From an optimization exercise on the open Yosys and OpenROAD flow, aimed at small area and a short achievable clock period; shortcuts taken in it are not production practice. In this exercise RTL edits were held to simulation tests only and were not proved equivalent to the original.

== run A ==
==> flow/design.v (excerpt) <==
module clk_ctrl
(
	input  wire        clk_i,
	input  wire        rstn_i,
	input  wire [15:0] freq,
	output wire        dds1_o,
	output wire        dds_o
);
Settings: LEC_CHECK=0, CAP_MARGIN=20, CORE_MARGIN=2, CORE_UTILIZATION=40, CTS_BUF_LIST=sky130_fd_sc_hd__clkbuf_8, SLEW_MARGIN=20, SYNTH_HIERARCHICAL=1; clock period 70.0 ns.
standard.sh (not shown) runs the stock make flow with config.mk's settings and CLKGATE_MAP_FILE= SYNTH_SCRIPT=/design/flow/synth_recipe.tcl, a recipe that flattens the netlist after the stock synthesis.
==> flow/flow/run.sh <==
#!/bin/bash
# The standard layout (standard.sh, all ORFS steps unchanged), except that the
# port buffers that buffer_ports inserts are plain sky130_fd_sc_hd__buf_2 cells
# instead of the delay buffers it picks by default. Every port is still buffered.
set -euo pipefail
export BUFFER_PORTS_ARGS="-buffer_cell sky130_fd_sc_hd__buf_2"
bash standard.sh finish > standard_make.log 2>&1
No stage failed in run A, and the final checks on the layout all came back clean.
Edits applied to the flow inputs when going from run A to run B:
- setting CTS_CLUSTER_SIZE to 30 for the first time
==> flow/flow/run.sh <==
#!/bin/bash
# The standard layout (standard.sh, all ORFS steps unchanged), except that the
# port buffers that buffer_ports inserts are plain sky130_fd_sc_hd__buf_1 cells
# instead of the delay buffers it picks by default. Every port is still buffered.
set -euo pipefail
export BUFFER_PORTS_ARGS="-buffer_cell sky130_fd_sc_hd__buf_1"
bash standard.sh finish > standard_make.log 2>&1
Notes after the runs:
Run B reached the end of the flow, and the finished layout is clean on the timing, design-rule and antenna checks. | post-layout instance area | run B vs run A | 34 um2 lower |. Cell count of run B is on par with run A. Diff run A -> run B: number of global-route vias before repair shows a reduction of 134, global-route wire length before repair fell about 2%. Met1 routed wirelength after detailed routing delta for run B relative to run A: about 0.7% higher. Run B vs run A, number of clock-tree buffers in the layout went up by 2.
Inputs modified between run B and run C:
- CTS_CLUSTER_SIZE: 30 -> unset
==> flow/run.sh (new file) <==
#!/bin/bash
# synth_recipe.tcl (not shown) runs the flow's synth.tcl, then flattens the netlist and writes it again
# the make line also repeats each setting of config.mk as NAME=value (left out here)
make -C /OpenROAD-flow-scripts/flow DESIGN_CONFIG=/design/flow/config.mk WORK_HOME=/design/flow/orfs CLKGATE_MAP_FILE= SYNTH_SCRIPT=/design/flow/synth_recipe.tcl finish
removed: flow/flow/run.sh
removed: flow/standard.sh
[summary]
- Each of the runs, namely run B and run C, reached the end of the flow and came out clean.
- Run C: worst hold slack higher than run B
- Re first-iteration DRC count: run C is 127 up on run B.
- Run B → run C: number of clock buffers in the layout down 2.
- Run comparison: run B cell with the biggest individual delay on the critical path sky130_fd_sc_hd__dfrtp_1; run C cell with the biggest individual delay on the critical path sky130_fd_sc_hd__clkdlybuf4s50_1
- Total routed wirelength for run C: about 1.8% up relative to run B
#### Input delta (run D over run C)
- swapping 20 for 0 in SLEW_MARGIN
- swapping 20 for 0 in CAP_MARGIN
==> flow/flow/run.sh (new file) <==
#!/bin/bash
# The standard layout (standard.sh, all ORFS steps unchanged), except that the
# port buffers that buffer_ports inserts are plain sky130_fd_sc_hd__buf_1 cells
# instead of the delay buffers it picks by default. Every port is still buffered.
set -euo pipefail
export BUFFER_PORTS_ARGS="-buffer_cell sky130_fd_sc_hd__buf_1"
bash standard.sh finish > standard_make.log 2>&1
==> flow/standard.sh (new file) <==
#!/bin/bash
# synth_recipe.tcl (not shown) runs the flow's synth.tcl, then flattens the netlist and writes it again
# the make line also repeats each setting of config.mk as NAME=value (left out here)
make -C /OpenROAD-flow-scripts/flow DESIGN_CONFIG=/design/flow/config.mk WORK_HOME=/design/flow/orfs CLKGATE_MAP_FILE= SYNTH_SCRIPT=/design/flow/synth_recipe.tcl "${@:-finish}"
removed: flow/run.sh
[summary]
- Compared with run C, in run D highest attainable clock frequency picked up an extra 1.7 MHz, post-synthesis to final-layout area growth shows a reduction of 0.94 points, required arrival time at the worst endpoint has remained practically unchanged, via count decreased 1.4%, hold buffer count at cts ~0 delta.
- Diff run C..run D | share of flip-flops with an asynchronous set or reset after synthesis | unchanged
- Run D was carried through to the last stage, and its layout satisfied the timing, design-rule and antenna checks.
- The last element of the critical path comes out dds_o in one run and dds1_o in the other, namely in run D and run C respectively.
Modified inputs, run E compared to run D
- SLEW_MARGIN now 20, was 0
- CAP_MARGIN now 20, was 0
- CTS_BUF_LIST now sky130_fd_sc_hd__clkbuf_16, was sky130_fd_sc_hd__clkbuf_8
- CTS_CLUSTER_SIZE now 30, previously not set
## What came out
On fraction of the cycle the final worst path needs, run D tracks run E almost exactly. [compare] base=run D new=run E: global-route usage roughly the same; post-route cell area rose about 0.7%; wire length of the first global-routing pass flat; routed length per placed instance now sits higher. Run E and run D ended up with roughly the same sequential share of layout area. Compared with run D, run E shows a relative area change from synthesis to final layout that is 0.77 points higher.
Relative to run E, the following input files were edited for run F:
- putting ABC_AREA at 1 where nothing was set
- swapping sky130_fd_sc_hd__clkbuf_16 for sky130_fd_sc_hd__clkbuf_8 in CTS_BUF_LIST
- clearing CTS_CLUSTER_SIZE, which used to be 30
### Flow results
Run E and run F ended up with nearly the same register share of the cell area. Sort run E and run F by clock-pin transition on the worst setup and hold timing paths asc -> top: run E. Post-placement setup slack (higher): run E. Against run E, routed wire length in run F fell slightly.

---

v16:
Another version of the RTL of clk_ctrl (not shown whole).
Size: ~84 flip-flops, roughly 20 I/O pins, ~9900 um2 of cells after synthesis.
==> flow/config.mk <==
export PLATFORM = sky130hd
export DESIGN_NAME = clk_ctrl
export DESIGN_NICKNAME = clk_ctrl
export VERILOG_FILES = /design/flow/design.v
export SDC_FILE = /design/flow/constraint.sdc
export NUM_CORES = 4
export LEC_CHECK = 0
export CAP_MARGIN = 20
export CORE_MARGIN = 2
export CORE_UTILIZATION = 40
export CTS_BUF_LIST = sky130_fd_sc_hd__clkbuf_8
export SLEW_MARGIN = 20
export SYNTH_HIERARCHICAL = 1
==> flow/constraint.sdc <==
create_clock -name core_clock -period 70.0 [get_ports {clk_i}]
set_input_delay 14.0000 -clock core_clock [delete_from_list [all_inputs] [get_ports {clk_i}]]
set_output_delay 14.0000 -clock core_clock [all_outputs]
set_load 0.01 [all_outputs]
==> flow/flow/run.sh <==
#!/bin/bash
# The standard layout (standard.sh, all ORFS steps unchanged), except:
#  - the port buffers that buffer_ports inserts are plain sky130_fd_sc_hd__buf_1 cells
#    instead of the delay buffers it picks by default (every port is still buffered);
#  - clock tree synthesis with clkbuf_8 buffers and without dummy loads.
set -euo pipefail
export BUFFER_PORTS_ARGS="-buffer_cell sky130_fd_sc_hd__buf_1"
export CTS_ARGS="-sink_clustering_enable -repair_clock_nets -buf_list sky130_fd_sc_hd__clkbuf_8 -dont_use_dummy_load"
bash standard.sh finish > standard_make.log 2>&1
Relative to v16, the following input files were edited for v3:
==> flow/flow/run.sh <==
#!/bin/bash
# The standard layout (standard.sh, all ORFS steps unchanged), except:
#  - the port buffers that buffer_ports inserts are plain sky130_fd_sc_hd__buf_1 cells
#    instead of the delay buffers it picks by default (every port is still buffered);
#  - clock tree synthesis arguments: -sink_clustering_enable -repair_clock_nets -buf_list {sky130_fd_sc_hd__clkbuf_4 sky130_fd_sc_hd__clkbuf_8} -dont_use_dummy_load
set -euo pipefail
export BUFFER_PORTS_ARGS="-buffer_cell sky130_fd_sc_hd__buf_1"
export CTS_ARGS="-sink_clustering_enable -repair_clock_nets -buf_list {sky130_fd_sc_hd__clkbuf_4 sky130_fd_sc_hd__clkbuf_8} -dont_use_dummy_load"
bash standard.sh finish > standard_make.log 2>&1
[summary]
Transition at the pin with the smallest max-transition slack: v3 vs v16 identical. Total CTS buffers: v3 vs v16 identical.

---

== juniper ==
clk_ctrl, a different RTL version from the one above (not shown whole).
Size in the first run: about 89 flip-flops.
clock: 70.0 ns
lec_check: 0
cap_margin: 20
core_margin: 2
core_utilization: 40
cts_buf_list: sky130_fd_sc_hd__clkbuf_8
slew_margin: 20
synth_hierarchical: 1
==> flow/flow/run.sh <==
#!/bin/bash
# The standard layout (standard.sh, all ORFS steps unchanged), except:
#  - the port buffers that buffer_ports inserts are plain sky130_fd_sc_hd__buf_1 cells
#    instead of the delay buffers it picks by default (every port is still buffered);
#  - clock tree synthesis with clkbuf_8 buffers and without dummy loads.
set -euo pipefail
export BUFFER_PORTS_ARGS="-buffer_cell sky130_fd_sc_hd__buf_1"
export CTS_ARGS="-sink_clustering_enable -repair_clock_nets -buf_list sky130_fd_sc_hd__clkbuf_8 -dont_use_dummy_load"
bash standard.sh finish > standard_make.log 2>&1
### juniper -> zinc
Settings: CORE_UTILIZATION now 70, was 40.
==> comparison <==
Compared with juniper, in zinc overall routing resource usage has increased; clock-cell share of area neither gained nor lost much. Taking juniper as the reference, in zinc fraction of the yosys area taken by sequential cells comparable, placed instance count lost about 15%. Delta (zinc minus juniper): parity-gate share of the synthesized area counting xor and xnor cells was more or less identical; final area now smaller; final critical delay including setup and external delays now sits higher; final period utilization about even; number of buffers on the longest clock path about even. Weighted congestion reported at the end of routability-driven placement in zinc is 0.017 below juniper.
For maple, these inputs were changed with respect to zinc:
Settings: CORE_UTILIZATION changed from 70 to 40.
==> flow/flow/run.sh <==
#!/bin/bash
# The standard layout (standard.sh, all ORFS steps unchanged), except that the
# port buffers that buffer_ports inserts are plain sky130_fd_sc_hd__buf_1 cells
# instead of the delay buffers it picks by default. Every port is still buffered.
set -euo pipefail
export BUFFER_PORTS_ARGS="-buffer_cell sky130_fd_sc_hd__buf_1"
bash standard.sh finish > standard_make.log 2>&1
Findings:
- Looking at critical path capture point, the dds1_o result is from maple; the dds_o one comes from zinc.
- | routed wire length | maple vs zinc | worse |
- Having completed the whole flow, maple delivered a layout that passed the timing, design-rule and antenna checks.
- Between maple and zinc, the area growth from synthesis to layout is higher for maple.
- Summary of maple over zinc: setup slack went up by 26 ps; post-synthesis instance area did not really move; number of buffers on the longest clock path saw little to no change; worst-case hold slack now larger.
## Diff of input files: garnet against maple
Settings: CORE_UTILIZATION now 55, was 40.
==> flow/flow/run.sh <==
#!/bin/bash
# The standard layout (standard.sh, all ORFS steps unchanged), except:
#  - the port buffers that buffer_ports inserts are plain sky130_fd_sc_hd__buf_1 cells
#    instead of the delay buffers it picks by default (every port is still buffered);
#  - clock tree synthesis with clkbuf_8 buffers and without dummy loads.
set -euo pipefail
export BUFFER_PORTS_ARGS="-buffer_cell sky130_fd_sc_hd__buf_1"
export CTS_ARGS="-sink_clustering_enable -repair_clock_nets -buf_list sky130_fd_sc_hd__clkbuf_8 -dont_use_dummy_load"
bash standard.sh finish > standard_make.log 2>&1
### Flow results
Status: synthesized cell count parity (garnet, maple). [garnet] register-to-register slack rose 170 ps relative to maple. garnet: no failed stages, no open violations at the end.

[afterwards: timing with drivers on the ports]
No port has a modelled driver above. Below, the same layouts with a new extraction and two added sets of constraints.
Step 1 (the two cells are an assumption about what drives the block):
set clk [get_ports {clk_i}]
set_driving_cell -lib_cell sky130_fd_sc_hd__clkbuf_16 $clk
set_driving_cell -lib_cell sky130_fd_sc_hd__buf_2 [delete_from_list [all_inputs] $clk]
Step 2 adds t to the input delays and takes it off the output delays; t is the mean of the earliest and latest rising clock arrival at the registers after step 1. Input paths then give back, and output paths get back, about the clock's delay inside the block.
a / b / c = no drivers / after step 1 / after step 2; a / b = the first two.
run | shift t [ns] | setup slack, ns | clock arrival spread, ns
run A | 0.436 | 55.103 / 55.061 / 54.873 | 0.015 / 0.016
run B | 0.430 | 55.118 / 55.076 / 54.867 | 0.023 / 0.023
run C | 0.431 | 54.722 / 54.676 / 54.884 | 0.022 / 0.023
run D | 0.430 | 55.118 / 55.076 / 54.867 | 0.023 / 0.023
run E | 0.401 | 55.161 / 55.115 / 54.857 | 0.012 / 0.011
run F | 0.422 | 55.105 / 55.062 / 54.825 | 0.019 / 0.020
v16 | 0.415 | 55.136 / 55.095 / 54.896 | 0.025 / 0.025
v3 | 0.415 | 55.136 / 55.095 / 54.896 | 0.025 / 0.025
juniper | 0.417 | 55.133 / 55.096 / 54.812 | 0.030 / 0.030
zinc | 0.425 | 55.092 / 55.053 / 54.809 | 0.033 / 0.033
maple | 0.420 | 55.118 / 55.081 / 54.793 | 0.017 / 0.017
garnet | 0.414 | 55.107 / 55.064 / 54.822 | 0.029 / 0.029
After both steps setup and hold are still met in every run listed. The setup slack of maple, which loses most, moves by -0.037 ns with the drivers and by -0.325 ns with both steps. Setup slack includes reset recovery checks.
